What follows belongs to an exercise in optimizing a design on an open flow for small area; a production flow would make more cautious choices.
Function was checked by simulation only, so behaviour that the tests miss may differ from the original.
Power figures rest on the tool's default switching activity, not on a simulated workload.

===== flow/flow/run.sh =====
#!/bin/bash
# The standard layout (the standard.sh: ORFS synthesis to final layout)
# with two changes: the port buffers that global placement inserts are
# buf_1 cells, and clock tree synthesis uses clkbuf_8 cells (root and leaf
# buffers) and no dummy loads. standard.sh's output goes to standard.log;
# ORFS keeps each step's log under orfs/logs.
set -euo pipefail
export BUFFER_PORTS_ARGS="-buffer_cell sky130_fd_sc_hd__buf_1"
export CTS_ARGS="-sink_clustering_enable -repair_clock_nets -dont_use_dummy_load -buf_list sky130_fd_sc_hd__clkbuf_8 -root_buf sky130_fd_sc_hd__clkbuf_8 -sink_clustering_size 30 -sink_clustering_max_diameter 150 -sink_buffer_max_cap_derate 1.0"
bash standard.sh > standard.log 2>&1

===== flow/standard.sh =====
#!/bin/bash
# synth_recipe.tcl (not shown) runs the flow's synth.tcl, then flattens the netlist and writes it again
# the make line also repeats each setting of config.mk as NAME=value (left out here)
make -C /OpenROAD-flow-scripts/flow DESIGN_CONFIG=/design/flow/config.mk WORK_HOME=/design/flow/orfs CLKGATE_MAP_FILE= SYNTH_SCRIPT=/design/flow/synth_recipe.tcl "${@:-finish}"

===== flow/config.mk =====
export PLATFORM = sky130hd
export DESIGN_NAME = boom_pro
export DESIGN_NICKNAME = boom_pro
export VERILOG_FILES = /design/flow/design.v
export SDC_FILE = /design/flow/constraint.sdc
export NUM_CORES = 4
export LEC_CHECK = 0
export CAP_MARGIN = 20
export CORE_MARGIN = 2
export CORE_UTILIZATION = 70
export SLEW_MARGIN = 20

===== flow/constraint.sdc =====
create_clock -name core_clock -period 20.0 [get_ports {clk}]
set_input_delay 4.0000 -clock core_clock [delete_from_list [all_inputs] [get_ports {clk}]]
set_output_delay 4.0000 -clock core_clock [all_outputs]
set_load 0.01 [all_outputs]

===== flow/design.v =====
module debounce(btn,clk,btn_pulse);
    input btn,clk;
    output reg btn_pulse;
    reg [12:0] M;
    always @(posedge clk) begin
        if (btn == btn_pulse) begin
            M <= 13'h01cc;
        end
        else if (&{M[12:4], M[2:0]}) begin
            M <= 13'h01cc;
            btn_pulse <= btn;
        end
        else begin
            M <= {M[11:0], ~(M[12] ^ M[3] ^ M[2] ^ M[0])};
        end
    end
endmodule
module rand_gen (clk,sw7,out,scan);
    input clk,sw7;
    output [6:0] out;
    output [2:0] scan;
    reg [22:0] R;
    reg sw7d;
    wire s1 = R[0] ^ R[1];
    wire c2 = R[0] | R[1];
    wire s3 = R[1] ^ R[2] ^ c2;
    wire c4 = (R[1] & R[2]) | (R[1] & c2) | (R[2] & c2);
    wire s5 = R[2] ^ R[3] ^ c4;
    wire c6 = (R[2] & R[3]) | (R[2] & c4) | (R[3] & c4);
    wire s7 = s3 ^ s5;
    wire c8 = s3 & s5;
    wire s9 = R[3] ^ R[4] ^ c6;
    wire c10 = (R[3] & R[4]) | (R[3] & c6) | (R[4] & c6);
    wire s11 = c8 ^ s9;
    wire c12 = c8 & s9;
    wire s13 = R[4] ^ R[5] ^ c10;
    wire c14 = (R[4] & R[5]) | (R[4] & c10) | (R[5] & c10);
    wire s15 = c12 ^ s13;
    wire c16 = c12 & s13;
    wire s17 = R[5] ^ R[6];
    wire c18 = R[5] | R[6];
    wire s19 = c14 ^ c16 ^ ~s17;
    wire c20 = (c14 & c16) | (c14 & ~s17) | (c16 & ~s17);
    wire s21 = R[6] ^ R[7];
    wire c22 = R[6] | R[7];
    wire s23 = c18 ^ c20 ^ ~s21;
    wire c24 = (c18 & c20) | (c18 & ~s21) | (c20 & ~s21);
    wire s25 = R[7] ^ R[8] ^ c22;
    wire c26 = (R[7] & R[8]) | (R[7] & c22) | (R[8] & c22);
    wire s27 = c24 ^ s25;
    wire c28 = c24 & s25;
    wire s29 = R[8] ^ R[9];
    wire c30 = R[8] | R[9];
    wire s31 = c26 ^ c28 ^ ~s29;
    wire c32 = (c26 & c28) | (c26 & ~s29) | (c28 & ~s29);
    wire s33 = R[9] ^ R[10] ^ c30;
    wire c34 = (R[9] & R[10]) | (R[9] & c30) | (R[10] & c30);
    wire s35 = c32 ^ s33;
    wire c36 = c32 | s33;
    wire s37 = R[0] ^ s35;
    wire c38 = ~(R[0] | s35);
    wire s39 = R[10] ^ R[11];
    wire c40 = R[10] | R[11];
    wire s41 = c34 ^ c36 ^ c38;
    wire c42 = (c34 & c36) | (c34 & c38) | (c36 & c38);
    wire s43 = ~R[1] ^ ~s39 ^ s41;
    wire c44 = (~R[1] & ~s39) | (~R[1] & s41) | (~s39 & s41);
    wire s45 = R[11] ^ R[12];
    wire c46 = R[11] | R[12];
    wire s47 = c40 ^ c42 ^ c44;
    wire c48 = (c40 & c42) | (c40 & c44) | (c42 & c44);
    wire s49 = ~R[2] ^ ~s45 ^ s47;
    wire c50 = (~R[2] & ~s45) | (~R[2] & s47) | (~s45 & s47);
    wire s51 = R[12] ^ R[13] ^ c46;
    wire c52 = (R[12] & R[13]) | (R[12] & c46) | (R[13] & c46);
    wire s53 = c48 ^ c50 ^ s51;
    wire c54 = (c48 & c50) | (c48 & s51) | (c50 & s51);
    wire s55 = R[3] ^ s53;
    wire c56 = ~R[3] & s53;
    wire s57 = R[13] ^ R[14] ^ c52;
    wire c58 = (R[13] & R[14]) | (R[13] & c52) | (R[14] & c52);
    wire s59 = c54 ^ c56 ^ s57;
    wire c60 = (c54 & c56) | (c54 & s57) | (c56 & s57);
    wire s61 = ~R[0] ^ ~R[4] ^ s59;
    wire c62 = (~R[0] & ~R[4]) | (~R[0] & s59) | (~R[4] & s59);
    wire s63 = R[14] ^ R[15] ^ c58;
    wire c64 = (R[14] & R[15]) | (R[14] & c58) | (R[15] & c58);
    wire s65 = c60 ^ c62 ^ s63;
    wire c66 = (c60 & c62) | (c60 & s63) | (c62 & s63);
    wire s67 = R[1] ^ R[5];
    wire c68 = R[1] & R[5];
    wire s69 = s65 ^ s67;
    wire c70 = s65 & ~s67;
    wire s71 = R[15] ^ R[16] ^ c64;
    wire c72 = (R[15] & R[16]) | (R[15] & c64) | (R[16] & c64);
    wire s73 = c66 ^ c70 ^ s71;
    wire c74 = (c66 & c70) | (c66 & s71) | (c70 & s71);
    wire s75 = R[0] ^ R[2] ^ R[6];
    wire c76 = (R[0] & R[2]) | (R[0] & R[6]) | (R[2] & R[6]);
    wire s77 = ~c68 ^ s73 ^ ~s75;
    wire c78 = (~c68 & s73) | (~c68 & ~s75) | (s73 & ~s75);
    wire s79 = R[16] ^ R[17];
    wire c80 = R[16] | R[17];
    wire s81 = c72 ^ c74 ^ c78;
    wire c82 = (c72 & c74) | (c72 & c78) | (c74 & c78);
    wire s83 = R[0] ^ R[1] ^ R[3];
    wire c84 = (R[0] & R[1]) | (R[0] & R[3]) | (R[1] & R[3]);
    wire s85 = R[7] ^ c76 ^ s79;
    wire c86 = (R[7] & c76) | (R[7] & s79) | (c76 & s79);
    wire s87 = s81 ^ ~s83 ^ ~s85;
    wire c88 = (s81 & ~s83) | (s81 & ~s85) | (~s83 & ~s85);
    wire s89 = R[17] ^ R[18] ^ c80;
    wire c90 = (R[17] & R[18]) | (R[17] & c80) | (R[18] & c80);
    wire s91 = c82 ^ c88 ^ s89;
    wire c92 = (c82 & c88) | (c82 & s89) | (c88 & s89);
    wire s93 = R[1] ^ R[2] ^ R[4];
    wire c94 = (R[1] & R[2]) | (R[1] & R[4]) | (R[2] & R[4]);
    wire s95 = R[8] ^ c84 ^ c86;
    wire c96 = (R[8] & c84) | (R[8] & c86) | (c84 & c86);
    wire s97 = s93 ^ s95;
    wire c98 = s93 & s95;
    wire s99 = s91 ^ s97;
    wire c100 = s91 & ~s97;
    wire s101 = R[18] ^ R[19] ^ c90;
    wire c102 = (R[18] & R[19]) | (R[18] & c90) | (R[19] & c90);
    wire s103 = c92 ^ c100 ^ s101;
    wire c104 = (c92 & c100) | (c92 & s101) | (c100 & s101);
    wire s105 = R[2] ^ R[3] ^ R[5];
    wire c106 = (R[2] & R[3]) | (R[2] & R[5]) | (R[3] & R[5]);
    wire s107 = R[9] ^ c94 ^ c96;
    wire c108 = (R[9] & c94) | (R[9] & c96) | (c94 & c96);
    wire s109 = c98 ^ s105 ^ s107;
    wire c110 = (c98 & s105) | (c98 & s107) | (s105 & s107);
    wire s111 = s103 ^ s109;
    wire c112 = s103 & ~s109;
    wire s113 = R[19] ^ R[20] ^ c102;
    wire c114 = (R[19] & R[20]) | (R[19] & c102) | (R[20] & c102);
    wire s115 = c104 ^ c112 ^ s113;
    wire c116 = (c104 & c112) | (c104 & s113) | (c112 & s113);
    wire s117 = R[3] ^ R[4] ^ R[6];
    wire c118 = (R[3] & R[4]) | (R[3] & R[6]) | (R[4] & R[6]);
    wire s119 = R[10] ^ c106 ^ c108;
    wire c120 = (R[10] & c106) | (R[10] & c108) | (c106 & c108);
    wire s121 = c110 ^ s117 ^ s119;
    wire c122 = (c110 & s117) | (c110 & s119) | (s117 & s119);
    wire s123 = s115 ^ s121;
    wire c124 = s115 & ~s121;
    wire s125 = R[20] ^ R[21];
    wire c126 = R[20] | R[21];
    wire s127 = c114 ^ c116 ^ c124;
    wire c128 = (c114 & c116) | (c114 & c124) | (c116 & c124);
    wire s129 = R[4] ^ R[5] ^ R[7];
    wire c130 = (R[4] & R[5]) | (R[4] & R[7]) | (R[5] & R[7]);
    wire s131 = R[11] ^ c118 ^ c120;
    wire c132 = (R[11] & c118) | (R[11] & c120) | (c118 & c120);
    wire s133 = c122 ^ s125 ^ s129;
    wire c134 = (c122 & s125) | (c122 & s129) | (s125 & s129);
    wire s135 = s127 ^ ~s131 ^ ~s133;
    wire c136 = (s127 & ~s131) | (s127 & ~s133) | (~s131 & ~s133);
    wire x137 = ~R[5] ^ ~R[6] ^ ~R[8] ^ ~R[12] ^ R[21] ^ R[22] ^ c126 ^ c128 ^ ~c130 ^ ~c132 ^ ~c134 ^ c136;
    wire [22:0] nxt = {~x137, ~s135, s123, s111, s99, ~s87, ~s77, s69, ~s61, s55, ~s49, ~s43, ~s37, ~s31, ~s27, ~s23, ~s19, ~s15, ~s11, ~s7, s3, s1, ~R[0]};
    always @(posedge clk) begin
        sw7d <= sw7;
        if (!sw7d)
            R <= 23'b11111111111111111111111;
        else
            R <= nxt;
    end
    assign out = {~R[22], ~R[21], ~R[20], ~R[19], ~R[18], ~R[17], ~R[16]};
    wire [2:0] s_lo = {~R[2], ~R[1], ~R[0]};
    assign scan = sw7d ? {s_lo[2:1], ~s_lo[0]} : 3'd0;
endmodule
module segment (seg_data,seg_led);
    input [3:0] seg_data;
    output reg [7:0] seg_led;
    always @(*) begin
        case (seg_data)
            4'd0: seg_led = 8'h3f;
            4'd1: seg_led = 8'h06;
            4'd2: seg_led = 8'h5b;
            4'd3: seg_led = 8'h4f;
            4'd4: seg_led = 8'h66;
            4'd5: seg_led = 8'h6d;
            4'd6: seg_led = 8'h7d;
            4'd7: seg_led = 8'h07;
            4'd8: seg_led = 8'h7f;
            4'd9: seg_led = 8'h6f;
            default: seg_led = 8'h00;
        endcase
    end
endmodule
module boom_pro(sw7,start,clk,led,seg,sw_input,row,seg_cat,btn6,buzzer,green,red);
    input sw7,start,clk,btn6;
    input [6:0] sw_input;
    output reg buzzer;
    output [7:0] row,red,green;
    output [7:0] seg_cat;
    output [7:0] seg;
    output [6:0] led;
    function [11:0] tog_at;
        input succ;
        input [6:0] note;
        reg [4:0] c;
        begin
            if (succ) begin
                if (note <= 7'd2) c = 5'd0;
                else if (note <= 7'd4) c = 5'd3;
                else if (note <= 7'd7) c = 5'd6;
                else if (note <= 7'd10) c = 5'd8;
                else if (note <= 7'd12) c = 5'd13;
                else if (note <= 7'd15) c = 5'd16;
                else if (note <= 7'd23) c = 5'd18;
                else if (note <= 7'd31) c = 5'd16;
                else if (note <= 7'd34) c = 5'd1;
                else if (note <= 7'd36) c = 5'd3;
                else if (note <= 7'd39) c = 5'd5;
                else if (note <= 7'd42) c = 5'd9;
                else if (note <= 7'd44) c = 5'd13;
                else if (note <= 7'd47) c = 5'd15;
                else if (note <= 7'd55) c = 5'd19;
                else if (note <= 7'd63) c = 5'd15;
                else if (note <= 7'd66) c = 5'd2;
                else if (note <= 7'd68) c = 5'd4;
                else if (note <= 7'd71) c = 5'd7;
                else if (note <= 7'd74) c = 5'd11;
                else if (note <= 7'd76) c = 5'd14;
                else if (note <= 7'd79) c = 5'd17;
                else if (note <= 7'd95) c = 5'd19;
                else c = 5'd20;
            end else begin
                if (note <= 7'd4) c = 5'd13;
                else if (note <= 7'd9) c = 5'd8;
                else if (note <= 7'd13) c = 5'd6;
                else if (note <= 7'd15) c = 5'd10;
                else if (note <= 7'd17) c = 5'd12;
                else if (note <= 7'd19) c = 5'd10;
                else if (note <= 7'd21) c = 5'd9;
                else if (note <= 7'd23) c = 5'd11;
                else if (note <= 7'd25) c = 5'd9;
                else if (note <= 7'd27) c = 5'd6;
                else if (note <= 7'd29) c = 5'd4;
                else c = 5'd6;
            end
            case (c)
                5'd0: tog_at = 12'd3791;    
                5'd1: tog_at = 12'd3559;    
                5'd2: tog_at = 12'd3175;    
                5'd3: tog_at = 12'd2833;    
                5'd4: tog_at = 12'd2520;    
                5'd5: tog_at = 12'd2385;    
                5'd6: tog_at = 12'd2251;    
                5'd7: tog_at = 12'd2126;    
                5'd8: tog_at = 12'd1885;    
                5'd9: tog_at = 12'd1793;    
                5'd10: tog_at = 12'd1683;    
                5'd11: tog_at = 12'd1577;    
                5'd12: tog_at = 12'd1496;    
                5'd13: tog_at = 12'd1420;    
                5'd14: tog_at = 12'd1251;    
                5'd15: tog_at = 12'd1182;    
                5'd16: tog_at = 12'd1116;    
                5'd17: tog_at = 12'd1053;    
                5'd18: tog_at = 12'd932;    
                5'd19: tog_at = 12'd789;    
                5'd20: tog_at = 12'd709;    
                default: tog_at = 12'd0;
            endcase
        end
    endfunction
    reg  [1:0]  game_state;
    reg  [1:0]  pit;           
    reg         btn6_before;
    reg  [6:0]  password;
    reg  [6:0]  swd;           
    reg  [4:0]  leave_times;
    reg  [1:0]  cs;            
    wire [6:0]  note = {cs, leave_times};
    reg  [5:0]  sech;
    reg  [15:0] secl;          
    reg  [1:0]  sc;            
    reg  [4:0]  dv;            
    reg  [16:0] tcnt;          
    reg  [5:0]  oq;
    reg  [5:0]  orr;
    reg         di;
    reg  [4:0]  fc;            
    wire start_pulse, btn6_pulse;
    wire [6:0] changing_pw;
    debounce debounce1(.btn(start), .clk(clk), .btn_pulse(start_pulse));
    debounce debounce2(.btn(btn6),  .clk(clk), .btn_pulse(btn6_pulse));
    wire [2:0] cnt;            
    rand_gen rand1(.clk(clk), .sw7(sw7), .out(changing_pw), .scan(cnt));
    wire gs0 = game_state == 2'd0;
    wire gs1 = game_state == 2'd1;
    wire gs2 = game_state == 2'd2;
    wire gs3 = game_state == 2'd3;
    wire success = pit == 2'd3;
    wire first3 = gs3 && sc != 2'b11;       
    wire [4:0] udc = swd[6] ? ((swd[4:0] > 5'd30) ? 5'd30 : swd[4:0]) : 5'd20;
    wire last_note = success ? (note >= 7'd112) : (note >= 7'd38);
    wire music_done = gs3 && !first3 && last_note && tcnt[0];    
    wire entry = btn6_pulse && !btn6_before;
    wire timeout = cs == 2'd0 && leave_times == 5'd0;
    always @(posedge clk) begin
        if (!game_state[0])
            swd <= sw_input;
        if (gs0 && start_pulse)
            password <= changing_pw;
        btn6_before <= sw7 && gs2 && btn6_pulse;
    end
    always @(posedge clk) begin
        if (!sw7) begin
            game_state <= 0;
            pit <= 0;
        end
        else begin
            case (game_state)
                2'd0: if (start_pulse) game_state <= 1;
                2'd1: if (cs == 2'd2 && leave_times == 5'd0) game_state <= 2;
                2'd2: begin
                    if (!pit[1]) begin
                        if (entry) begin
                            if (sw_input == password) begin
                                game_state <= 3;
                                pit <= 3;
                            end
                            else
                                pit <= pit + 2'd1;
                        end
                        if (timeout) begin
                            game_state <= 3;
                            if (entry) pit <= (sw_input == password) ? pit : pit + 2'd1;
                        end
                    end
                    else
                        game_state <= 3;
                end
                2'd3: if (music_done) begin
                    game_state <= 0;
                    pit <= 0;
                end
            endcase
        end
    end
    assign led = (gs1 && cs != 2'd0) ? password :
                 (gs2 && cs != 2'd2) ? swd : 7'd0;
    wire [15:0] secl_nx = {secl[14:0], ~(secl[15] ^ secl[14] ^ secl[12] ^ secl[3])};
    wire secl_end = secl == 16'h9487;       
    wire note_end = tcnt == (success ? 17'h0b4e3 : 17'h1a754);    
    wire sec_tick = sech == 6'd19 && secl_end;           
    always @(posedge clk) begin
        if (!sw7) begin
            leave_times <= 0;
            cs <= 0;
            sech <= 0;
            secl <= 0;
        end
        else if (gs1 || gs2) begin
            if (gs1 ? cs == 2'd0 : cs == 2'd2) begin
                leave_times <= gs1 ? 5'd5 : udc;
                cs <= gs1 ? 2'd1 : 2'd3;
            end
            else if (sec_tick) begin
                sech <= 0;
                secl <= 0;
                if (leave_times > 5'd1)
                    leave_times <= leave_times - 5'd1;
                else begin
                    leave_times <= 0;
                    cs <= gs1 ? 2'd2 : 2'd0;
                end
            end
            else begin
                secl <= secl_end ? 16'd0 : secl_nx;
                if (secl_end) sech <= sech + 6'd1;
            end
        end
        else begin
            if (gs3 && !first3) begin
                if (note_end)
                    {cs, leave_times} <= note + 7'd1;
            end
            else begin
                leave_times <= 0;
                cs <= 0;
            end
            if (gs3) begin
                if (first3) begin
                    sech <= 0;
                    secl <= 0;
                end
                else if (secl == 16'd0 && sech == (success ? 6'd40 : 6'd20)) begin
                    sech <= 6'd63;
                    secl <= 16'h9487;
                end
                else begin
                    secl <= secl_end ? 16'd0 : secl_nx;
                    if (secl_end) sech <= sech + 6'd1;
                end
            end
            else begin
                sech <= 0;
                secl <= 0;
            end
        end
    end
    always @(posedge clk) begin
        if (!sw7 || gs3) begin
            sc <= 2'b11;
            dv <= 5'd31;
        end
        else if (sc == 2'b11)
            sc <= 2'b10;
        else begin
            dv <= gs0 ? udc : leave_times - 5'd1;
            sc <= (sc == 2'b10) ? 2'b01 : (sc == 2'b01) ? 2'b10 : 2'b11;
        end
    end
    reg [3:0] tens, units;
    always @(*) begin
        if (dv == 5'd31) begin
            tens = 2; units = 11;
        end
        else if (dv >= 5'd30) begin
            tens = 3; units = 0;
        end
        else if (dv >= 5'd20) begin
            tens = 2; units = dv - 5'd20;
        end
        else if (dv >= 5'd10) begin
            tens = 1; units = dv - 5'd10;
        end
        else begin
            tens = 0; units = dv[3:0];
        end
    end
    wire [7:0] seg_raw;
    segment segment1(.seg_data(sc[0] ? tens : units), .seg_led(seg_raw));
    assign seg = (sc == 2'b11) ? 8'h00 : seg_raw;
    assign seg_cat = {6'b111111, sc};
    wire [11:0] tog = tog_at(gs3 ? success : 1'b1, gs3 ? note : 7'd11);
    wire hit = (~{oq, orr} & tog) == 12'd0;
    wire [16:0] tcnt_nx = {tcnt[15:0], ~(tcnt[16] ^ tcnt[13])};
    wire t999 = tcnt == 17'h015a0;
    wire tend_di = tcnt == 17'h01469;
    wire orr_end = orr == 6'd42;
    wire [5:0] oq_inc = orr_end ? oq + 6'd1 : oq;
    wire [5:0] orr_inc = orr_end ? 6'd0 : orr + 6'd1;
    wire ms_wait = ({1'b0, leave_times} > oq) || ({1'b0, leave_times} == oq && orr < 6'd15);
    wire play = gs3 && !first3 && !note_end;           
    wire beep = gs2 && di;                             
    wire one_clr = !(gs2 || gs3) || (beep && (hit || tend_di)) || (gs2 && !di && !ms_wait) ||
                   (gs3 && !play) || (play && hit);
    wire one_inc = beep || (gs2 && t999) || play;
    wire tcnt_clr = !(gs2 || gs3) || (beep && tend_di) || (gs2 && !di && (!ms_wait || t999)) || (gs3 && !play);
    always @(posedge clk) begin
        if (!sw7 || one_clr) begin
            oq <= 0;
            orr <= 0;
        end
        else if (one_inc) begin
            oq <= oq_inc;
            orr <= orr_inc;
        end
        if (!sw7 || tcnt_clr)
            tcnt <= 0;
        else
            tcnt <= tcnt_nx;
        if (!sw7 || !(gs2 || gs3) || (beep && tend_di) || (gs3 && !play))
            buzzer <= 0;
        else if ((beep || play) && hit)
            buzzer <= !buzzer;
        if (!sw7 || (beep && tend_di))
            di <= 0;
        else if (gs2 && !di && !ms_wait)
            di <= 1;
    end
    assign row = ~(8'd1 << cnt);
    always @(posedge clk) begin
        if (!sw7)
            fc <= 5'd0;
        else if (gs0 || gs1)
            fc <= 5'b10000;
        else if (gs2) begin
            if (leave_times == 5'd0 || leave_times >= 5'd16)
                fc <= 5'b10000;
            else if (leave_times >= 5'd11)
                fc <= fc | 5'b10001;
            else if (leave_times >= 5'd6)
                fc <= fc | 5'b10010;
            else if (leave_times >= 5'd2)
                fc <= fc | 5'b10100;
            else
                fc <= fc | 5'b11000;
        end
        else if (first3)
            fc <= success ? 5'd1 : 5'd11;
        else if (success) begin
            if (sech == 6'd63)
                fc <= 5'd1;
            else if (sech < 6'd18)
                fc <= {1'b0, sech[4:1]} + 5'd1;
            else if (sech >= 6'd20 && sech <= 6'd24 || sech >= 6'd30 && sech <= 6'd34)
                fc <= 5'd10;
            else
                fc <= 5'd0;
        end
        else begin
            if (sech <= 6'd9 || sech == 6'd63) fc <= 5'd11;
            else                               fc <= 5'd12;
        end
    end
    reg [7:0] heart, jia, you, rows;
    always @(*) begin
        case (cnt)
            3'd0: heart = 8'h00; 3'd1: heart = 8'h66; 3'd5: heart = 8'h7e;
            3'd6: heart = 8'h3c; 3'd7: heart = 8'h18; default: heart = 8'hff;
        endcase
        case (cnt)
            3'd1: jia = 8'h40; 3'd2: jia = 8'hf7; 3'd6: jia = 8'h57;
            3'd3, 3'd4, 3'd5: jia = 8'h55; default: jia = 8'h00;
        endcase
        case (cnt)
            3'd0: you = 8'h00; 3'd1: you = 8'hc4; 3'd2: you = 8'h04; 3'd3: you = 8'hdf;
            3'd4: you = 8'h15; 3'd5: you = 8'h1f; 3'd6: you = 8'h55; default: you = 8'h9f;
        endcase
        case (fc[3:0])
            4'd1: rows = 8'b00000011; 4'd2: rows = 8'b00000111; 4'd3: rows = 8'b00001110;
            4'd4: rows = 8'b00011100; 4'd5: rows = 8'b00111000; 4'd6: rows = 8'b01110000;
            4'd7: rows = 8'b11100000; 4'd8: rows = 8'b11000000; 4'd9: rows = 8'b10000000;
            4'd10: rows = 8'b11111111; default: rows = 8'b00000000;
        endcase
    end
    wire bomb_on = !(cnt[2] == 1'b0 && fc[cnt[1:0]]);       
    wire [7:0] bomb = (cnt == 3'd5 || cnt == 3'd6) ? 8'h24 : 8'h18;
    assign red = fc[4] ? (bomb_on ? bomb : 8'h00) :
                 fc[3:0] == 4'd11 ? jia : fc[3:0] == 4'd12 ? you :
                 rows[cnt] ? heart : 8'h00;
    assign green = (fc[4] && !cnt[2] && bomb_on) ? 8'h18 : 8'h00;
endmodule

==> flow_summary.yaml, run 1 <==
outcome:
  status: "complete, no violations"
timing:
  final-setup-viol-count: 0
  fin_ws_ns: 4.75
  rsz0062_at_grt: "no"
  finalSetupTns_ns: 0
  skew_ns: 0.0251
  fin_crit_sh_pct: 76.2
  finalMaxSlewViolations: 0
  slew_headroom_pct: 36.2
  worst_pin_slew_ns: 0.950
  fmax_mhz: 65.6
  period_needed_ns: 15.25
  final_hold_viol_count: 0
finish:
  drive_above_1_share_pct: 4.25
  fin_area_mm2: 0.0109
  nets: 1399
  final_cells: 1456
  syn2layout_area_growth_pct: 3.26
  nFillCells: 1157
  multi_input_area_mm2: 0.00670
  final_cell_mix: "dfxtp_1, inv_1, nand2_1"
  seqCellArea_mm2: 0.00302
  final_common_cell: "dfxtp_1"
  insertedDiodeCount: 0
worst_setup_path:
  path_class: "register to register"
  cpMostUsedCell: "fa_1"
  worstPathMaxFanout: 19
  critPathSlowestCell: "dfxtp_1"
  worst_setup_path_end_kind: "register"
  critPathMaxStageDelay_ns: 0.76
  reg2reg_depth: 56
  crit_path_start_kind: "register"
  required_ns: 20.33
  arrival_ns: 15.58
grt:
  grt.total_usage_pct: 31.0
  grt_max_degree: 40
  antenna_found_initial: 0
  grt_first_pass_wirelength_mm: 40.9
  grt.overflow.total: 0
  grt_pass1_vias: 8377
detailed_routing:
  drt_first_pass_iters: 7
  drc: 0
  num_vias: 8987
  wl_per_cell_um: 16.5
  final_antenna_net_count: 0
  wl_mm: 24.0
  drt_iter0_markers: 843
  viasPerCell: 6.17
power:
  seqPwrFrac_pct: 20.9
  comb_power_share_pct: 70.5
  p_sw_uw: 920
  totalPowerFinal_uw: 1980
  power.density_mw_per_mm2: 182
  clockPowerShare_pct: 8.6
  p_int_uw: 1060
  power_switching_share_pct: 46.5
  ir_drop_v: 0.000703
  power_leakage_uw: 0.00447
placement:
  io_buffers: 45
  dpl_cell_area_mm2: 0.0106
  place_congestion: 0.910
  dp.cells: 1439
  dp_hpwl_mm: 17.8
  dp_slack_ns: 4.73
synthesis:
  ys_warn_count: 4
  seq_area_frac_synth_pct: 28.7
  synth_edf_count: 16
  synthCells: 1272
  synth_seq_cells: 143
  yosys_most_used_dff: "dfxtp_1"
  ys_async_sr_fraction_pct: 0
  avgSynthCellArea_um2: 8.29
  syn_area_mm2: 0.0105
  synth_cell_types: 83
floorplan:
  num_rows: 44
  floorplan.die_area_mm2: 0.0161
  core_mm2: 0.0146
  chipWidth_um: 127
  die_y_um: 127
  initial_core_util_pct: 72.0
  pin_count: 59
clocking:
  numCtsBuffers: 17
  root_buffer: "clkbuf_8"
  clk_pin_slew_ns: 0.07
  htree_levels: 4
  post_cts_buffers: 0
  clkLatencyLatePin_ns: 0.47
  postCtsHoldBufs: 0
  cts_buffer_depth: 2
  clkSinkCount: 143
  cts_resized: 0
  tritoncts: "built"
hold_path:
  hold_depth: 1
  hp-class: "register to register"
run:
  maxCapViolCount: 0
==> cells by family (layout without fill, tap and decap cells) <==
logic type,after synthesis,in the layout,synth area share [%]
DFF,143,143,28.7
adders and majority gates,114,114,16.9
AOI/OAI and AO/OA,298,298,19.4
other,2,13,0.0713
buffers and inverters,201,190,8.16
and+or+nand+nor,458,458,22.1
xor gates and xnor gates,46,46,3.82
muxes,10,10,0.962
==> power groups by stage <==
stage	logic, uW	registers [uW]	clock network (uW)
5_1_grt	1640	421	184
3_5_place_dp	1410	418	0
2_1_floorplan	1150	394	0
4_1_cts	1410	412	173
6_report	1400	413	170
3_3_place_gp	1340	416	0
==> cell type report <==
| cell class | instances | share of cell area [%] |
|---|---|---|
| inverters | 115 | 3.97 |
| repair buffers | 58 | 2.45 |
| multi-input cells | 939 | 61.5 |
| well taps | 184 | 2.12 |
| flip-flops and latches | 143 | 27.8 |
| clock buffers | 17 | 2.15 |
==> state kept, by name (all words and copies together) (netlist names), 5 cells and up, named ones only <==
register     flops
rand1.R         23
tcnt            17
secl            16
debounce1.M     13
debounce2.M     13
password         7
swd              7
oq               6
orr              6
sech             6
dv               5
fc               5
leave_times      5
==> synth_stat cells, types with 6 or more instances <==
library cell	number	share of area, %
buf_4	21	1.5
or3_1	10	0.59
and3_1	10	0.59
o21ai_0	66	3.1
xor2_1	14	1.2
a22oi_1	20	1.4
nor2b_1	33	2.0
o221ai_1	9	0.75
a21boi_0	13	0.93
nor3_1	29	1.4
edfxtp_1	16	4.6
a31oi_1	12	0.71
and2_1	39	2.3
a211oi_1	10	0.71
o21a_1	9	0.64
a21oi_1	70	3.3
inv_1	114	4.1
nand4_1	23	1.4
o221a_2	6	0.64
ha_1	67	8.0
mux2i_1	9	0.85
nor3b_1	6	0.43
a21o_1	7	0.50
nor4_1	8	0.47
clkbuf_1	49	1.7
nand2b_1	26	1.5
dfxtp_1	127	24
buf_2	9	0.43
nand3_1	43	2.0
nor2_1	95	3.4
o211ai_1	10	0.71
xnor2_1	32	2.7
nand2_1	111	4.0
fa_1	47	8.9
==> per-stage QoR <==
stage               hold WS [ns]  util [%]
finish                     0.431      74.3
global route               0.453      74.3
CTS                        0.439      74.3
detailed placement         0.425      72.7
global placement           0.416      72.7
floorplan                  0.411         -
==> path summary, 6_finish.rpt <==
check	start	end	slack [ns]
max	rand1.R[1]$_SDFF_PN1_	rand1.R[22]$_SDFF_PN1_	4.75
min	sc[1]$_SDFF_PP1_	sc[1]$_SDFF_PP1_	0.43
min reg2reg	sc[1]$_SDFF_PP1_	sc[1]$_SDFF_PP1_	0.43
max reg2reg	rand1.R[1]$_SDFF_PN1_	rand1.R[22]$_SDFF_PN1_	4.75
==> metal layers <==
metal / track usage, % / vias to the layer above / wire length (um)
met4: 8.73 / 0 / 367
met3: 5.48 / 44 / 1530
met1: 43.0 / 4231 / 10700
li1: - / 4387 / -
met5: 0 / - / 0
met2: 50.6 / 325 / 11400
==> worst max-delay path, delay by kind of cell, from the launching register on <==
family,cells,cell delay [ns]
xor+xnor,4,0.64
fa+ha+maj,34,12.43
simple gates,1,0.06
buf+inv,17,1.23
flops,1,0.76
==> run 2: changes to the inputs <==
--- a/flow/flow/run.sh
+++ b/flow/flow/run.sh
@@ -7,4 +7,4 @@
 set -euo pipefail
 export BUFFER_PORTS_ARGS="-buffer_cell sky130_fd_sc_hd__buf_1"
-export CTS_ARGS="-sink_clustering_enable -repair_clock_nets -dont_use_dummy_load -buf_list sky130_fd_sc_hd__clkbuf_8 -root_buf sky130_fd_sc_hd__clkbuf_8 -sink_clustering_size 30 -sink_clustering_max_diameter 150 -sink_buffer_max_cap_derate 1.0"
+export CTS_ARGS="-sink_clustering_enable -repair_clock_nets -dont_use_dummy_load -buf_list sky130_fd_sc_hd__clkbuf_8 -root_buf sky130_fd_sc_hd__clkbuf_8 -wire_unit 60"
 bash standard.sh > standard.log 2>&1
==> run 2 against run 1 <==
Still clean on timing, DRC and antenna. Combinational power about the same. Area after synthesis unchanged. Non-clock buffer count is the same. Count of clock-buffer cells in the layout up 4. Sequential power about the same. Final cell count increased by 0.27%. Via count increased by 0.53%. Total power up 1.4%. Critical path depth unchanged. Routed wire length grew 0.68%. Die area stayed put. Largest power group unchanged. Highest routed layer unchanged.
==> flow_summary.yaml, run 2 <==
grt:
  grt_max_degree: 40
  grt.total_usage_pct: 30.8
  grt.overflow.total: 0
  grt_pass1_vias: 8473
  grt_first_pass_wirelength_mm: 41.1
  antenna_found_initial: 0
clocking:
  root_buffer: "clkbuf_8"
  post_cts_buffers: 0
  cts_resized: 0
  cts_buffer_depth: 3
  postCtsHoldBufs: 0
  tritoncts: "built"
  clkLatencyLatePin_ns: 0.48
  clkSinkCount: 143
  numCtsBuffers: 21
  clk_pin_slew_ns: 0.07
  htree_levels: 4
placement:
  dp_slack_ns: 4.73
  place_congestion: 0.910
  io_buffers: 45
  dpl_cell_area_mm2: 0.0106
  dp_hpwl_mm: 17.8
finish:
  final_common_cell: "dfxtp_1"
  drive_above_1_share_pct: 4.55
  fin_area_mm2: 0.0109
  nets: 1403
  top_regs: "rand1.R: 23 flops, tcnt: 17 flops, secl: 16 flops"
  syn2layout_area_growth_pct: 3.79
  top_register: "rand1.R"
  largest_reg_flops: 23
  insertedDiodeCount: 0
  final_cell_mix: "dfxtp_1, inv_1, nand2_1"
power:
  clockPowerShare_pct: 9.6
  p_int_uw: 1080
  power_leakage_uw: 0.00450
  power_switching_share_pct: 46.2
  seqPwrFrac_pct: 20.6
  p_sw_uw: 927
  power.density_mw_per_mm2: 183
  ir_drop_v: 0.000706
  comb_power_share_pct: 69.8
synthesis:
  synthTopCellsByCount: "dfxtp_1, inv_1, nand2_1, nor2_1, a21oi_1"
  synth_cell_types: 83
  avgSynthCellArea_um2: 8.29
  yosys_most_used_dff: "dfxtp_1"
  synth_seq_cells: 143
  synth_edf_count: 16
  yosys.area.top_type_share_pct: 24.1
  yosysTopAreaCell: "dfxtp_1"
  ys_async_sr_fraction_pct: 0
  seq_area_frac_synth_pct: 28.7
  synthTopCellsByArea: "dfxtp_1, fa_1, ha_1, edfxtp_1, inv_1"
  synth.most_common_cell: "dfxtp_1"
  ys_warn_count: 4
  synthCells: 1272
  syn_area_mm2: 0.0105
outcome:
  status: "complete, no violations"
floorplan:
  num_rows: 44
  die_y_um: 127
  core_mm2: 0.0146
  initial_core_util_pct: 72.0
  pin_count: 59
  chipWidth_um: 127
  floorplan.die_area_mm2: 0.0161
timing:
  fin_ws_ns: 4.76
  rsz0062_at_grt: "no"
  fin_crit_sh_pct: 76.2
  slew_headroom_pct: 29.3
  period_needed_ns: 15.24
  final-setup-viol-count: 0
  skew_ns: 0.0354
  worst_pin_slew_ns: 1.05
  finalSetupTns_ns: 0
  finalMaxSlewViolations: 0
  final_hold_viol_count: 0
  fmax_mhz: 65.6
detailed_routing:
  wl_mm: 24.2
  num_vias: 9035
  final_antenna_net_count: 0
  wl_per_cell_um: 16.6
  viasPerCell: 6.19
  drc: 0
  drt_first_pass_iters: 7
  drt_iter0_markers: 881
worst_setup_path:
  worst-path-stages: 56
  critPathMaxStageDelay_ns: 0.77
  crit_family: "adder cells"
  critPathSlowestCell: "dfxtp_1"
  worstPathMaxFanout: 19
  required_ns: 20.34
  path_class: "register to register"
  worstReg2RegStart: "rand1.R[1]$_SDFF_PN1_"
  rrSetupSlack_ns: 4.76
  reg2reg_depth: 56
  cp.buffers_inverters: 17
  timing.critical_path.to: "rand1.R[22]$_SDFF_PN1_"
  worstReg2RegEnd: "rand1.R[22]$_SDFF_PN1_"
  crit_path_start_kind: "register"
  cpMostUsedCell: "fa_1"
  critPathLaunch: "rand1.R[1]$_SDFF_PN1_"
  worst_setup_path_end_kind: "register"
  arrival_ns: 15.58
hold_path:
  hp-start: "sc[1]$_SDFF_PP1_"
  hp-class: "register to register"
run:
  maxCapViolCount: 0
run 2: cell type report:
type | count | area (um^2)
Inverter | 115 | 432
Sequential cell | 143 | 3020
Multi-Input combinational cell | 939 | 6700
Fill cell | 1145 | 3710
Clock buffer | 21 | 289
Timing Repair Buffer | 58 | 267
Tap cell | 184 | 230
run 2: worst min path at each step:
stage,to,slack (ns),depth (start not counted)
2_1_floorplan,debounce1.M[6]$_SDFF_PP1_,0.41,1
3_3_place_gp,debounce1.M[2]$_SDFF_PP1_,0.42,1
3_5_place_dp,sc[1]$_SDFF_PP1_,0.42,1
4_1_cts,sc[1]$_SDFF_PP1_,0.44,1
5_1_grt,debounce2.M[7]$_SDFF_PP1_,0.46,1
6_report,sc[1]$_SDFF_PP1_,0.43,1
run 2: cell families (layout without fill, tap and decap cells):
kind of cell             after synthesis  after routing  synth area share (%)
AND/OR/NAND/NOR                      458            458                  22.1
XOR/XNOR                              46             46                  3.82
flip-flops                           143            143                  28.7
other                                  2             13                0.0713
multiplexers                          10             10                 0.962
buffers and inverters                201            194                  8.16
adder cells (fa/ha/maj)              114            114                  16.9
AO/OA/AOI/OAI                        298            298                  19.4
run 2: per-stage QoR:
| step | total power (uW) | instances | hold slack (ns) | utilization (%) |
|---|---|---|---|---|
| after global routing | 2270 | 1460 | 0.455 | 74.7 |
| after global placement | 1750 | 1439 | 0.416 | 72.7 |
| after floorplan | 1540 | 1283 | 0.411 | - |
| after CTS | 2020 | 1460 | 0.438 | 74.7 |
| final | 2010 | 1460 | 0.431 | 74.7 |
| after detailed placement | 1820 | 1439 | 0.425 | 72.7 |
run 2: routing by layer:
layer	up-vias	routed length, um	share of wire [%]	GRT usage, %
met3	47	1550	6.4	4.77
met5	-	0	0	0
met2	320	11400	47	50.7
met4	0	425	1.8	7.95
li1	4394	-	-	-
met1	4274	10800	45	43.0
run 2: power by group through the flow:
stage	Clock, uW	Combinational (uW)	Sequential, uW
2_1_floorplan	0	1150	394
3_3_place_gp	0	1340	416
3_5_place_dp	0	1410	418
4_1_cts	196	1410	412
5_1_grt	208	1640	421
6_report	193	1400	413
==> run 3: changes to the inputs <==
--- a/flow/flow/run.sh
+++ b/flow/flow/run.sh
@@ -7,4 +7,4 @@
 set -euo pipefail
 export BUFFER_PORTS_ARGS="-buffer_cell sky130_fd_sc_hd__buf_1"
-export CTS_ARGS="-sink_clustering_enable -repair_clock_nets -dont_use_dummy_load -buf_list sky130_fd_sc_hd__clkbuf_8 -root_buf sky130_fd_sc_hd__clkbuf_8 -wire_unit 60"
+export CTS_ARGS="-sink_clustering_enable -repair_clock_nets -dont_use_dummy_load -buf_list sky130_fd_sc_hd__clkbuf_8 -root_buf sky130_fd_sc_hd__clkbuf_8"
 bash standard.sh > standard.log 2>&1
==> run 3 against run 2 <==
Combinational power is essentially flat. Worst setup slack lost 0.010 ns. Routed wire length shrank 0.68%. Sequential cell count is the same. Utilization shrank 0.38 points. Fmax is essentially flat. Register-to-register slack is essentially flat. Final area shrank 0.50%. Clock power shrank 12%.
==> flow_summary.yaml, run 3 <==
grt:
  grt_max_degree: 40
  antenna_found_initial: 0
  grt.overflow.total: 0
  grt_first_pass_wirelength_mm: 40.9
  grt.total_usage_pct: 31.0
  grt_pass1_vias: 8377
clocking:
  numCtsBuffers: 17
  clk_pin_slew_ns: 0.07
  postCtsHoldBufs: 0
  cts_resized: 0
  clkSinkCount: 143
  root_buffer: "clkbuf_8"
  tritoncts: "built"
  htree_levels: 4
  cts_buffer_depth: 2
  clkLatencyLatePin_ns: 0.47
  post_cts_buffers: 0
worst_setup_path:
  critPathMaxStageDelay_ns: 0.76
  path_class: "register to register"
  critPathSlowestCell: "dfxtp_1"
  arrival_ns: 15.58
  worstPathMaxFanout: 19
  cpMostUsedCell: "fa_1"
  worst_setup_path_end_kind: "register"
  reg2reg_depth: 56
  crit_path_start_kind: "register"
  required_ns: 20.33
timing:
  period_needed_ns: 15.25
  fin_crit_sh_pct: 76.2
  worst_pin_slew_ns: 0.950
  skew_ns: 0.0251
  final_hold_viol_count: 0
  fin_ws_ns: 4.75
  final-setup-viol-count: 0
  finalMaxSlewViolations: 0
  rsz0062_at_grt: "no"
  slew_headroom_pct: 36.2
  finalSetupTns_ns: 0
  fmax_mhz: 65.6
synthesis:
  seq_area_frac_synth_pct: 28.7
  synthTopCellsByCount: "dfxtp_1, inv_1, nand2_1, nor2_1, a21oi_1"
  synth_cell_types: 83
  syn_area_mm2: 0.0105
  ys_warn_count: 4
  synth_edf_count: 16
  synthTopCellsByArea: "dfxtp_1, fa_1, ha_1, edfxtp_1, inv_1"
  yosys_most_used_dff: "dfxtp_1"
  ys_async_sr_fraction_pct: 0
  synth_seq_cells: 143
  yosysTopAreaCell: "dfxtp_1"
  synth.most_common_cell: "dfxtp_1"
  avgSynthCellArea_um2: 8.29
  synthCells: 1272
  yosys.area.top_type_share_pct: 24.1
finish:
  largest_reg_flops: 23
  nets: 1399
  top_register: "rand1.R"
  drive_above_1_share_pct: 4.25
  top_regs: "rand1.R: 23 flops, tcnt: 17 flops, secl: 16 flops"
  nFillCells: 1157
  final_cell_mix: "dfxtp_1, inv_1, nand2_1"
  insertedDiodeCount: 0
  final_common_cell: "dfxtp_1"
  syn2layout_area_growth_pct: 3.26
placement:
  dp_slack_ns: 4.73
  place_congestion: 0.910
  io_buffers: 45
  dp_hpwl_mm: 17.8
floorplan:
  chipWidth_um: 127
  die_y_um: 127
  core_mm2: 0.0146
  num_rows: 44
  pin_count: 59
  floorplan.die_area_mm2: 0.0161
  initial_core_util_pct: 72.0
power:
  ir_drop_v: 0.000703
  power_leakage_uw: 0.00447
  power.density_mw_per_mm2: 182
hold_path:
  hp-class: "register to register"
  hold_depth: 1
detailed_routing:
  drc: 0
  drt_iter0_markers: 843
  wl_mm: 24.0
  final_antenna_net_count: 0
  num_vias: 8987
  drt_first_pass_iters: 7
  viasPerCell: 6.17
  wl_per_cell_um: 16.5
outcome:
  status: "complete, no violations"
run:
  maxCapViolCount: 0
==> run 3: stage by stage <==
step                      cell area [um^2]  hold slack (ns)  total power (uW)  utilization (%)  instances
after floorplan                      10600            0.411              1540                -       1283
after global placement               10600            0.416              1750             72.7       1439
after detailed placement             10600            0.425              1820             72.7       1439
after CTS                            10900            0.439              2000             74.3       1456
after global routing                 10900            0.453              2240             74.3       1456
final                                10900            0.431              1980             74.3       1456
==> run 3: power by group <==
part / internal, uW / total, uW / switching [uW] / leakage [uW]
sequential: 355 / 413 / 58.0 / 0.00120
combinational: 630 / 1400 / 766 / 0.00315
clock: 74.8 / 170 / 95.3 / 0.000122
==> run 3: area by class of cell <==
cell class | instances | area [um^2] | share of cell area, %
clock buffer | 17 | 234 | 2.15
multi-input combinational | 939 | 6700 | 61.5
inverter | 115 | 432 | 3.97
tap | 184 | 230 | 2.12
sequential | 143 | 3020 | 27.8
timing repair buffer | 58 | 267 | 2.45
==> run 3: layer usage <==
layer	wire, um	up-vias	global-route usage [%]
met1	10700	4231	43.0
met5	0	-	0
met4	367	0	8.73
met2	11400	325	50.6
li1	-	4387	-
met3	1530	44	5.48
==> run 3: kinds of logic (layout without fill, tap and decap cells) <==
| family | count (synthesis) | in the layout | share of synthesized area [%] |
|---|---|---|---|
| fa+ha+maj | 114 | 114 | 16.9 |
| xor+xnor | 46 | 46 | 3.82 |
| mux | 10 | 10 | 0.962 |
| compound gates | 298 | 298 | 19.4 |
| flops | 143 | 143 | 28.7 |
| simple gates | 458 | 458 | 22.1 |
| buf+inv | 201 | 190 | 8.16 |
| other cells | 2 | 13 | 0.0713 |
==> run 3: worst paths after layout <==
| kind | start | slack [ns] | end |
|---|---|---|---|
| max | rand1.R[1]$_SDFF_PN1_ | 4.75 | rand1.R[22]$_SDFF_PN1_ |
| min | sc[1]$_SDFF_PP1_ | 0.43 | sc[1]$_SDFF_PP1_ |
| max reg2reg | rand1.R[1]$_SDFF_PN1_ | 4.75 | rand1.R[22]$_SDFF_PN1_ |
| min reg2reg | sc[1]$_SDFF_PP1_ | 0.43 | sc[1]$_SDFF_PP1_ |
==> run 3: critical path, delay by kind of cell, from the launching register on <==
family                   cells  cell delay, ns
buffers and inverters       17            1.23
XOR/XNOR                     4            0.64
flip-flops                   1            0.76
AND/OR/NAND/NOR              1            0.06
adder cells (fa/ha/maj)     34           12.43
==> run 4: changes to the inputs <==
--- a/flow/flow/run.sh
+++ b/flow/flow/run.sh
@@ -7,4 +7,4 @@
 set -euo pipefail
 export BUFFER_PORTS_ARGS="-buffer_cell sky130_fd_sc_hd__buf_1"
-export CTS_ARGS="-sink_clustering_enable -repair_clock_nets -dont_use_dummy_load -buf_list sky130_fd_sc_hd__clkbuf_8 -root_buf sky130_fd_sc_hd__clkbuf_8"
+export CTS_ARGS="-sink_clustering_enable -repair_clock_nets -dont_use_dummy_load -buf_list sky130_fd_sc_hd__clkbuf_16 -root_buf sky130_fd_sc_hd__clkbuf_16 -sink_clustering_size 40 -sink_clustering_max_diameter 200 -sink_clustering_levels 1"
 bash standard.sh > standard.log 2>&1
==> run 4 against run 3 <==
Non-clock buffer count unchanged. Fmax down 0.84%. Final area up 1.8%. Critical endpoint unchanged.
==> flow_summary.yaml, run 4 <==
worst_setup_path:
  critPathLaunch: "rand1.R[1]$_SDFF_PN1_"
  worstReg2RegStart: "rand1.R[1]$_SDFF_PN1_"
  critPathMaxStageDelay_ns: 0.76
  crit_path_start_kind: "register"
  path_class: "register to register"
  cpMostUsedCell: "fa_1"
  critPathSlowestCell: "dfxtp_1"
  worstPathMaxFanout: 19
  arrival_ns: 15.67
  worst_setup_path_end_kind: "register"
  required_ns: 20.30
detailed_routing:
  num_vias: 9039
  viasPerCell: 6.21
  wl_per_cell_um: 16.9
  final_antenna_net_count: 0
  wl_mm: 24.6
  drc: 0
  drt_iter0_markers: 1072
  drt_first_pass_iters: 5
timing:
  period_needed_ns: 15.37
  skew_ns: 0.0207
  finalSetupTns_ns: 0
  rsz0062_at_grt: "no"
  fin_crit_sh_pct: 76.9
  fmax_mhz: 65.0
  finalMaxSlewViolations: 0
  final-setup-viol-count: 0
  worst_pin_slew_ns: 0.942
  slew_headroom_pct: 36.7
  final_hold_viol_count: 0
synthesis:
  synth_edf_count: 16
  yosysTopAreaCell: "dfxtp_1"
  synth_seq_cells: 143
  synthTopCellsByArea: "dfxtp_1, fa_1, ha_1, edfxtp_1, inv_1"
  yosys_most_used_dff: "dfxtp_1"
  synth.most_common_cell: "dfxtp_1"
  ys_warn_count: 4
  synthCells: 1272
  seq_area_frac_synth_pct: 28.7
  synth_cell_types: 83
  avgSynthCellArea_um2: 8.29
  syn_area_mm2: 0.0105
  ys_async_sr_fraction_pct: 0
  yosys.area.top_type_share_pct: 24.1
  synthTopCellsByCount: "dfxtp_1, inv_1, nand2_1, nor2_1, a21oi_1"
clocking:
  cts_buffer_depth: 2
  postCtsHoldBufs: 0
  htree_levels: 4
  cts_resized: 0
  post_cts_buffers: 0
  root_buffer: "clkbuf_16"
  clk_pin_slew_ns: 0.06
  numCtsBuffers: 17
  tritoncts: "built"
  clkSinkCount: 143
  clkLatencyLatePin_ns: 0.43
grt:
  grt.overflow.total: 0
  grt.total_usage_pct: 31.9
  antenna_found_initial: 0
  grt_pass1_vias: 8561
  grt_first_pass_wirelength_mm: 41.9
  grt_max_degree: 40
power:
  power.density_mw_per_mm2: 189
  p_int_uw: 1140
  power_switching_share_pct: 45.4
  totalPowerFinal_uw: 2090
  ir_drop_v: 0.000755
  seqPwrFrac_pct: 19.8
  p_sw_uw: 950
  comb_power_share_pct: 68.1
  power_leakage_uw: 0.00456
  clockPowerShare_pct: 12.1
placement:
  dp_hpwl_mm: 17.8
  io_buffers: 45
  place_congestion: 0.910
finish:
  nets: 1399
  top_regs: "rand1.R: 23 flops, tcnt: 17 flops, secl: 16 flops"
  largest_reg_flops: 23
  final_common_cell: "dfxtp_1"
  nFillCells: 1105
  top_register: "rand1.R"
  final_cell_mix: "dfxtp_1, inv_1, nand2_1"
  drive_above_1_share_pct: 4.25
  syn2layout_area_growth_pct: 5.08
  insertedDiodeCount: 0
floorplan:
  chipWidth_um: 127
  die_y_um: 127
  pin_count: 59
  num_rows: 44
  initial_core_util_pct: 72.0
  floorplan.die_area_mm2: 0.0161
  core_mm2: 0.0146
hold_path:
  hp-class: "register to register"
  hp-start: "sc[1]$_SDFF_PP1_"
outcome:
  status: "complete, no violations"
run:
  maxCapViolCount: 0
[run 4: cell counts after synthesis]
No cell type changed its count.
[run 4: power by group through the flow]
| stage | combinational, uW | sequential (uW) | clock, uW |
|---|---|---|---|
| 5_1_grt | 1660 | 421 | 266 |
| 2_1_floorplan | 1150 | 394 | 0 |
| 3_3_place_gp | 1340 | 416 | 0 |
| 6_report | 1420 | 414 | 253 |
| 3_5_place_dp | 1410 | 418 | 0 |
| 4_1_cts | 1440 | 412 | 256 |
[run 4: critical path: cells and delay by family, from the launching register on]
kind	cells	cell delay (ns)
buf+inv	17	1.25
simple gates	1	0.06
flops	1	0.76
fa+ha+maj	34	12.50
xor+xnor	4	0.65
[run 4: layout make-up]
cell class | instances | area [um^2] | share of cell area, %
Inverter | 115 | 432 | 3.90
Tap cell | 184 | 230 | 2.08
Sequential cell | 143 | 3020 | 27.3
Timing Repair Buffer | 58 | 267 | 2.41
Multi-Input combinational cell | 939 | 6700 | 60.5
Clock buffer | 17 | 425 | 3.84
[run 4: metrics by stage]
stage               hold slack, ns  util [%]  worst slack (ns)  instances  instance area (um^2)
floorplan                    0.411         -              5.62       1283                 10600
global placement             0.416      72.7              5.07       1439                 10600
detailed placement           0.425      72.7              4.73       1439                 10600
CTS                          0.435      75.6              4.61       1456                 11100
global route                 0.454      75.6              3.88       1456                 11100
finish                       0.428      75.6              4.63       1456                 11100
[run 4: kinds of logic (layout without fill, tap and decap cells)]
family	Yosys count	in the layout	synth area share [%]
other	2	13	0.0713
buffers and inverters	201	190	8.16
adders and majority gates	114	114	16.9
muxes	10	10	0.962
xor gates and xnor gates	46	46	3.82
and+or+nand+nor	458	458	22.1
AOI/OAI and AO/OA	298	298	19.4
DFF	143	143	28.7
[run 4: path summary, 6_finish.rpt]
check,slack [ns],cells past startpoint,to
setup reg to reg,4.63,56,rand1.R[22]$_SDFF_PN1_
hold reg to reg,0.43,1,sc[1]$_SDFF_PP1_
setup / recovery,4.63,56,rand1.R[22]$_SDFF_PN1_
hold / removal,0.43,1,sc[1]$_SDFF_PP1_
[run 4: per-layer routing]
layer / vias to the layer above / global-route usage (%) / wire, um
met5: - / 0 / 0
met4: 0 / 8.66 / 352
met3: 39 / 5.78 / 1710
met2: 368 / 52.7 / 11800
met1: 4247 / 43.7 / 10700
li1: 4385 / - / -
==> run 5: changes to the inputs <==
--- a/flow/design.v
+++ b/flow/design.v
@@ -479,5 +479,5 @@
     always @(posedge clk) begin
         if (!sw7)
-            fc <= 5'd0;
+            fc <= 5'd9;
         else if (gs0 || gs1)
             fc <= 5'b10000;
@@ -495,14 +495,14 @@
         end
         else if (first3)
-            fc <= success ? 5'd1 : 5'd11;
+            fc <= success ? 5'd0 : 5'd11;
         else if (success) begin
             if (sech == 6'd63)
-                fc <= 5'd1;
+                fc <= 5'd0;
             else if (sech < 6'd18)
-                fc <= {1'b0, sech[4:1]} + 5'd1;
+                fc <= {1'b0, sech[4:1]};
             else if (sech >= 6'd20 && sech <= 6'd24 || sech >= 6'd30 && sech <= 6'd34)
                 fc <= 5'd10;
             else
-                fc <= 5'd0;
+                fc <= 5'd9;
         end
         else begin
@@ -526,7 +526,7 @@
         endcase
         case (fc[3:0])
-            4'd1: rows = 8'b00000011; 4'd2: rows = 8'b00000111; 4'd3: rows = 8'b00001110;
-            4'd4: rows = 8'b00011100; 4'd5: rows = 8'b00111000; 4'd6: rows = 8'b01110000;
-            4'd7: rows = 8'b11100000; 4'd8: rows = 8'b11000000; 4'd9: rows = 8'b10000000;
+            4'd0: rows = 8'b00000011; 4'd1: rows = 8'b00000111; 4'd2: rows = 8'b00001110;
+            4'd3: rows = 8'b00011100; 4'd4: rows = 8'b00111000; 4'd5: rows = 8'b01110000;
+            4'd6: rows = 8'b11100000; 4'd7: rows = 8'b11000000; 4'd8: rows = 8'b10000000;
             4'd10: rows = 8'b11111111; default: rows = 8'b00000000;
         endcase
--- a/flow/flow/run.sh
+++ b/flow/flow/run.sh
@@ -7,4 +7,4 @@
 set -euo pipefail
 export BUFFER_PORTS_ARGS="-buffer_cell sky130_fd_sc_hd__buf_1"
-export CTS_ARGS="-sink_clustering_enable -repair_clock_nets -dont_use_dummy_load -buf_list sky130_fd_sc_hd__clkbuf_16 -root_buf sky130_fd_sc_hd__clkbuf_16 -sink_clustering_size 40 -sink_clustering_max_diameter 200 -sink_clustering_levels 1"
+export CTS_ARGS="-sink_clustering_enable -repair_clock_nets -dont_use_dummy_load -buf_list sky130_fd_sc_hd__clkbuf_8 -root_buf sky130_fd_sc_hd__clkbuf_8"
 bash standard.sh > standard.log 2>&1
==> run 5 against run 4 <==
Still clean on timing, DRC and antenna. Sequential power about the same. Sequential cell count is the same. Hold slack better by 0.0076 ns.
==> flow_summary.yaml, run 5 <==
synthesis:
  yosys.area.top_type_share_pct: 24.6
  synthTopCellsByArea: "dfxtp_1, fa_1, ha_1, edfxtp_1, nand2_1"
  yosysTopAreaCell: "dfxtp_1"
  synthCells: 1237
  synth_edf_count: 16
  synth_cell_types: 84
  synth_top_family_by_area: "simple AND/OR/NAND/NOR gates"
  ys_warn_count: 4
  synth.most_common_cell: "dfxtp_1"
  synth_fa_ha_area_share_pct: 16.4
  seq_area_frac_synth_pct: 29.3
  avgSynthCellArea_um2: 8.35
  synth-xor-area-share_pct: 3.90
  ys_async_sr_fraction_pct: 0
  synth_compound_area_share_pct: 18.4
  yosys_most_used_dff: "dfxtp_1"
  synth_seq_cells: 143
  yosys.area_share.simple_pct: 22.0
  synthMuxAreaShare_pct: 2.10
  syn_area_mm2: 0.0103
  synthTopCellsByCount: "dfxtp_1, nand2_1, inv_1, nor2_1, o21ai_0"
clocking:
  tritoncts: "built"
  root_buffer: "clkbuf_8"
  cts_buffer_depth: 2
  postCtsHoldBufs: 0
  clkSinkCount: 143
  htree_levels: 4
  cts_resized: 0
  numCtsBuffers: 17
  clkLatencyLatePin_ns: 0.45
  clk_pin_slew_ns: 0.09
  post_cts_buffers: 0
finish:
  multi_input_area_mm2: 0.00654
  final_cell_mix: "dfxtp_1, nand2_1, inv_1"
  final_cells: 1422
  syn2layout_area_growth_pct: 3.56
  largest_reg_flops: 23
  insertedDiodeCount: 0
  drive_above_1_share_pct: 3.96
  top_register: "rand1.R"
  nets: 1358
  fin_area_mm2: 0.0107
  seqCellArea_mm2: 0.00302
  final_common_cell: "dfxtp_1"
  nFillCells: 1113
  top_regs: "rand1.R: 23 flops, tcnt: 17 flops, secl: 16 flops"
worst_setup_path:
  arrival_ns: 15.37
  critPathLaunch: "rand1.R[0]$_SDFF_PN1_"
  worst_setup_path_end_kind: "register"
  critPathSlowestCell: "dfxtp_1"
  worstReg2RegEnd: "rand1.R[22]$_SDFF_PN1_"
  required_ns: 20.32
  critPathMaxStageDelay_ns: 0.78
  worstReg2RegStart: "rand1.R[0]$_SDFF_PN1_"
  cpMostUsedCell: "fa_1"
  worstPathMaxFanout: 18
  crit_path_start_kind: "register"
  rrSetupSlack_ns: 4.95
  reg2reg_depth: 55
  timing.critical_path.to: "rand1.R[22]$_SDFF_PN1_"
  path_class: "register to register"
hold_path:
  hp-class: "register to register"
  hold_depth: 1
timing:
  finalMaxSlewViolations: 0
  final_hold_viol_count: 0
  final-setup-viol-count: 0
  skew_ns: 0.0331
  fin_ws_ns: 4.95
  worst_pin_slew_ns: 0.897
  fin_crit_sh_pct: 75.3
  rsz0062_at_grt: "no"
  fmax_mhz: 66.4
  finalSetupTns_ns: 0
  slew_headroom_pct: 40.1
  fin_hold_ws_ns: 0.436
  period_needed_ns: 15.05
floorplan:
  pin_count: 59
  floorplan.die_area_mm2: 0.0157
  core_mm2: 0.0145
  initial_core_util_pct: 71.3
  chipWidth_um: 125
  die_y_um: 125
  num_rows: 44
detailed_routing:
  num_vias: 8788
  viasPerCell: 6.18
  wl_mm: 23.2
  wl_per_cell_um: 16.3
  final_antenna_net_count: 0
  drt_iter0_markers: 741
  drc: 0
  drt_first_pass_iters: 6
placement:
  dp.cells: 1405
  dpl_cell_area_mm2: 0.0105
  dp_slack_ns: 4.82
  io_buffers: 45
  dp_hpwl_mm: 17.1
  place_congestion: 0.918
outcome:
  status: "complete, no violations"
power:
  power_leakage_uw: 0.00428
  ir_drop_v: 0.000335
  power.density_mw_per_mm2: 180
grt:
  grt_first_pass_wirelength_mm: 39.5
  grt.overflow.total: 0
  grt.total_usage_pct: 30.3
  grt_pass1_vias: 8233
  grt_max_degree: 38
  antenna_found_initial: 0
run:
  maxCapViolCount: 0
[run 5: changes by cell type in the layout (fill, tap and decap cells not counted), moves of 8 or more]
cell / previous run / this run
a21boi_0: 13 / 3
a21oi_1: 70 / 59
clkbuf_16: 17 / 0
clkbuf_8: 0 / 17
nor2b_1: 33 / 25
[run 5: worst min-delay path by stage]
stage / start / end
finish: debounce1.M[5]$_SDFF_PP0_ / debounce1.M[6]$_SDFF_PP1_
global route: debounce2.M[5]$_SDFF_PP0_ / debounce2.M[6]$_SDFF_PP1_
CTS: debounce1.M[5]$_SDFF_PP0_ / debounce1.M[6]$_SDFF_PP1_
detailed placement: debounce2.M[1]$_SDFF_PP0_ / debounce2.M[2]$_SDFF_PP1_
global placement: debounce2.M[5]$_SDFF_PP0_ / debounce2.M[6]$_SDFF_PP1_
floorplan: debounce1.M[5]$_SDFF_PP0_ / debounce1.M[6]$_SDFF_PP1_
[run 5: layout make-up]
class	instances	area share, %
Timing Repair Buffer	56	2.35
Clock buffer	17	2.19
Inverter	112	3.93
Sequential cell	143	28.3
Tap cell	184	2.15
Multi-Input combinational cell	910	61.1
[run 5: metrics by stage]
stage | utilization [%] | power (uW)
final | 73.9 | 1930
after global routing | 73.9 | 2170
after CTS | 73.9 | 1950
after detailed placement | 72.2 | 1770
after global placement | 72.2 | 1670
after floorplan | - | 1470
[run 5: cell families (layout without fill, tap and decap cells)]
kind of cell	count (synthesis)	in the layout
mux	21	21
simple gates	443	443
flops	143	143
compound gates	280	280
other cells	2	13
fa+ha+maj	107	107
buf+inv	195	185
xor+xnor	46	46
[run 5: critical path, delay by kind of cell (launching register included)]
kind / cells / cell delay (ns)
adders and majority gates: 34 / 12.39
buffers and inverters: 17 / 1.16
DFF: 1 / 0.78
xor gates and xnor gates: 3 / 0.51
and+or+nand+nor: 1 / 0.08
[run 5: report_power, final]
part / internal (uW) / switching [uW]
registers: 354 / 58.7
logic: 597 / 748
clock network: 74.7 / 93.2
[run 5: layer usage]
layer	global-route usage [%]	wire length, um
met2	49.2	11000
met5	0	0
met1	42.1	10400
met4	9.41	383
met3	4.79	1380

-- port drivers added, routing unchanged --
Ports are ideal in the flow. The routed layouts listed here were re-timed in OpenROAD.
Step 1 sets driving cells, clkbuf_16 on the clock port and buf_2 on the other inputs (assumed; they add their load-dependent delay and slew).
Step 2 times the ports against the registers' clock, not the clock port: input delays grow and output delays shrink by t, the midpoint of the rising clock arrivals with the driver on.
Slacks: ideal ports / drivers / drivers and shift; pairs: ideal ports / drivers.
run	t, ns	slack for setup (ns)	pins driven straight from the clock port
run 1	0.494	4.754 / 4.754 / 4.754	1
run 2	0.500	4.764 / 4.764 / 4.764	1
run 3	0.494	4.754 / 4.754 / 4.754	1
run 4	0.464	4.625 / 4.625 / 4.625	1
run 5	0.476	4.946 / 4.946 / 4.946	1
After both steps every run listed still meets setup and hold.
